Context: an optimization exercise on an open-source flow, tuned for small area and a short achievable clock period. The choices shown serve that exercise and are no tape-out recipe. RTL that was checked went through simulation tests only; none was proved equivalent to the original.

Design cordic_top, start of the top module:
module cordic_top (
    input  wire        clk,
    input  wire [31:0] x_start,
    input  wire [31:0] y_start,
    input  wire [31:0] angle,
    output wire [31:0] sine,
    output wire [31:0] cosine
);
For scale: roughly 16,000 cells after synthesis, ~160 I/O pins, about 110,000 um2 of cells after synthesis.
export LEC_CHECK = 0
export ABC_AREA = 1
export CAP_MARGIN = 20
export CORE_MARGIN = 2
export CORE_UTILIZATION = 40
export SLEW_MARGIN = 20
create_clock -name core_clock -period 200.0 [get_ports {clk}]
run.sh (not shown) runs the stock make flow with config.mk's settings and CLKGATE_MAP_FILE= SYNTH_SCRIPT=/design/flow/synth_recipe.tcl, a recipe that flattens the netlist after the stock synthesis.
The first run produced a clean layout.
Then changed:
- SLEW_MARGIN: 20 -> 60
Outcome: Global-route usage hardly moves. Area after synthesis does not change. Fmax grows by 0.54%. Via count stays flat.
No run of this note included a check of the RTL's function; only the layout flow was run.

* * *

## job 5679
Another version of the RTL of cordic_top (not shown whole).
For scale: ~12000 cells after synthesis, roughly 170 flip-flops, about 160 I/O pins, ~88000 um^2 of cells after synthesis.
==> flow/config.mk <==
export PLATFORM = sky130hd
export DESIGN_NAME = cordic_top
export DESIGN_NICKNAME = cordic_top
export VERILOG_FILES = /design/flow/design.v
export SDC_FILE = /design/flow/constraint.sdc
export NUM_CORES = 4
export LEC_CHECK = 0
export ABC_AREA = 1
export CAP_MARGIN = 20
export CORE_MARGIN = 2
export CORE_UTILIZATION = 50
export PLACE_DENSITY = 0.7
export SLEW_MARGIN = 20
==> flow/constraint.sdc <==
create_clock -name core_clock -period 200.0 [get_ports {clk}]
set_input_delay 40.0000 -clock core_clock [delete_from_list [all_inputs] [get_ports {clk}]]
set_output_delay 40.0000 -clock core_clock [all_outputs]
set_load 0.01 [all_outputs]
Every stage of the flow completed for job 5679, and the final layout passed the timing, DRC and antenna checks.
--- input diff job 5679..job 6843 ---
Settings: PLACE_DENSITY removed (was 0.7); CORE_UTILIZATION changed from 50 to 40.
Results
Job 6843 went all the way through synthesis, placement and routing and the layout is clean on timing, DRC and antenna.
Job 6843 reports a lower share of the cycle needed by the critical path after routing than job 5679 does.
Taking job 5679 as the reference, in job 6843 number of buffers other than clock buffers in the final layout now sits lower; met1 track demand over resource in global routing now sits lower.
Job 6843 ended with more worst setup slack for register-to-register paths than job 5679.
Summary of job 6843 over job 5679: maximum cell stage delay along the critical path dropped 0.26 ns; worst path buffer plus inverter count dropped 4.
Per the comparison of job 6843 with job 5679, die area grew by 25%; global-route wire length before repair shows a reduction of 35 mm.
## Diff of input files: job 7503 against job 6843
Settings: CORE_UTILIZATION: 40 -> 55; PLACE_DENSITY: unset -> 0.8.
Findings:
Changes observed in job 7503 relative to job 6843: area of the die fell 27%, met1 layer wirelength in the final routing now smaller.
Job 7503 against job 6843: area growth from synthesis to layout shows a reduction of 1.1 points.
Status | job 7503 and job 6843 | clean
Comparing wire length for job 7503 and job 6843, the bigger number came from job 6843.

* * *

cordic_top, a different RTL version from the one above (not shown whole).
For scale: about 16000 cells after synthesis, about 170 flip-flops, about 160 I/O pins, about 110000 µm² of cells after synthesis.
## cordic_top
module cordic_top (
    input  wire        clk,
    input  wire [31:0] x_start,
    input  wire [31:0] y_start,
    input  wire [31:0] angle,
    output wire [31:0] sine,
    output wire [31:0] cosine
);
    wire [31:0] z0;
    wire        sn0, cn0;
    preprocessing U0 (.angle(angle), .angle_cordic(z0), .sine_sign(sn0), .cosine_sign(cn0));
    wire [31:0] z1 = ~z0[31] ? z0 - 32'h06487ED5 : z0 + 32'h06487ED5;
    wire [31:0] z2 = ~z1[31] ? z1 - 32'h03B58CE1 : z1 + 32'h03B58CE1;
    wire [31:0] z3 = ~z2[31] ? z2 - 32'h01F5B760 : z2 + 32'h01F5B760;
    wire [31:0] z4 = ~z3[31] ? z3 - 32'h00FEADD5 : z3 + 32'h00FEADD5;
    wire [31:0] z5 = ~z4[31] ? z4 - 32'h007FD56F : z4 + 32'h007FD56F;
    wire [31:0] xa0 = x_start, ya0 = y_start;
    wire [31:0] xa1_sh = ya0;
    wire [31:0] ya1_sh = xa0;
    wire [31:0] xa1_b = xa1_sh ^ {32{~z0[31]}};
    wire [31:0] ya1_b = ya1_sh ^ {32{~~z0[31]}};
    wire [31:0] xa1_p = xa0 ^ xa1_b;
    wire [31:0] xa1_g = xa0 & xa1_b;
    wire xa1_gc = xa1_g[0] | (xa1_p[0] & ~z0[31]);
    wire xa1_G0_1 = xa1_g[1] | (xa1_p[1] & xa1_gc);
    wire xa1_P0_1 = xa1_p[1] & xa1_p[0];
    wire xa1_G0_3 = xa1_g[3] | (xa1_p[3] & xa1_g[2]);
    wire xa1_P0_3 = xa1_p[3] & xa1_p[2];
    wire xa1_G0_5 = xa1_g[5] | (xa1_p[5] & xa1_g[4]);
    wire xa1_P0_5 = xa1_p[5] & xa1_p[4];
    wire xa1_G0_7 = xa1_g[7] | (xa1_p[7] & xa1_g[6]);
    wire xa1_P0_7 = xa1_p[7] & xa1_p[6];
    wire xa1_G0_9 = xa1_g[9] | (xa1_p[9] & xa1_g[8]);
    wire xa1_P0_9 = xa1_p[9] & xa1_p[8];
    wire xa1_G0_11 = xa1_g[11] | (xa1_p[11] & xa1_g[10]);
    wire xa1_P0_11 = xa1_p[11] & xa1_p[10];
    wire xa1_G0_13 = xa1_g[13] | (xa1_p[13] & xa1_g[12]);
    wire xa1_P0_13 = xa1_p[13] & xa1_p[12];
    wire xa1_G0_15 = xa1_g[15] | (xa1_p[15] & xa1_g[14]);
  ...
clock: 200.0 ns
lec_check: 0
abc_area: 1
cap_margin: 20
core_margin: 2
core_utilization: 65
slew_margin: 20
The baseline ran to the end with no violations.
Change:
==> flow/flow/run.sh (new file) <==
#!/bin/bash
# Standard ORFS layout, with the repair_timing passes that ORFS already runs
# (after CTS and after global routing) asked for extra setup margin, so that
# they size and buffer the long datapath below the 200 ns clock.
set -euo pipefail
MARGIN=145
sed -e "s/\"\${@:-finish}\"/SETUP_SLACK_MARGIN=$MARGIN \"\${@:-finish}\"/" standard.sh > standard_margin.sh
grep -q "SETUP_SLACK_MARGIN=$MARGIN" standard_margin.sh
bash standard_margin.sh > standard.log 2>&1
==> flow/standard.sh (new file) <==
#!/bin/bash
# synth_recipe.tcl (not shown) runs the flow's synth.tcl, then flattens the netlist and writes it again
# the make line also repeats each setting of config.mk as NAME=value (left out here)
make -C /OpenROAD-flow-scripts/flow DESIGN_CONFIG=/design/flow/config.mk WORK_HOME=/design/flow/orfs CLKGATE_MAP_FILE= SYNTH_SCRIPT=/design/flow/synth_recipe.tcl "${@:-finish}"
- CORE_UTILIZATION: 65 -> 40
removed: flow/run.sh
After rerunning: Setup slack improves by 3500 ps. Via count is higher by 13%. Sequential cell count does not change. Synthesized area does not change. Wire length is higher by about 35%. Maximum frequency came out higher by 5.4%. Die area goes up by 62%. Clock skew goes up by 16 ps.
Change:
==> flow/run.sh (new file) <==
#!/bin/bash
# synth_recipe.tcl (not shown) runs the flow's synth.tcl, then flattens the netlist and writes it again
# the make line also repeats each setting of config.mk as NAME=value (left out here)
make -C /OpenROAD-flow-scripts/flow DESIGN_CONFIG=/design/flow/config.mk WORK_HOME=/design/flow/orfs CLKGATE_MAP_FILE= SYNTH_SCRIPT=/design/flow/synth_recipe.tcl finish
removed: flow/flow/run.sh
removed: flow/standard.sh
Result:
- setup slack gets worse by 3500 ps
- cell count drops by 7.8%
- register-to-register slack got worse by 14000 ps

==> re-timing with driven ports <==
How much do the figures lean on ideal ports? The routed layouts below were timed once more, with nothing changed but the port constraints.
Step 1: set_driving_cell puts a clkbuf_16 on clk and a buf_2 on each other input, an assumption about the parent block.
Step 2 times the ports against the registers' clock, not the clock port: input delays grow and output delays shrink by t, the midpoint of the rising clock arrivals with the driver on.
Slacks: ideal / step 1 / step 2; pairs: ideal / step 1.
run | t (ns) | setup slack, ns | latest minus earliest clock arrival (ns)
the first run of note 1 | 0.597 | 130.870 / 130.778 / 131.374 | 0.028 / 0.029
the second run of note 1 | 0.595 | 131.238 / 131.146 / 131.741 | 0.029 / 0.029
job 5679 | 0.626 | 130.482 / 130.403 / 131.029 | 0.032 / 0.032
job 6843 | 0.607 | 131.295 / 131.217 / 131.824 | 0.042 / 0.042
job 7503 | 0.608 | 131.410 / 131.335 / 131.943 | 0.025 / 0.024
the first run of note 3 | 0.595 | 130.865 / 130.779 / 131.374 | 0.021 / 0.021
the second run of note 3 | 0.631 | 134.398 / 134.305 / 134.936 | 0.033 / 0.033
the third run of note 3 | 0.597 | 130.945 / 130.857 / 131.454 | 0.024 / 0.024
After both steps setup and hold are still met in every run listed.
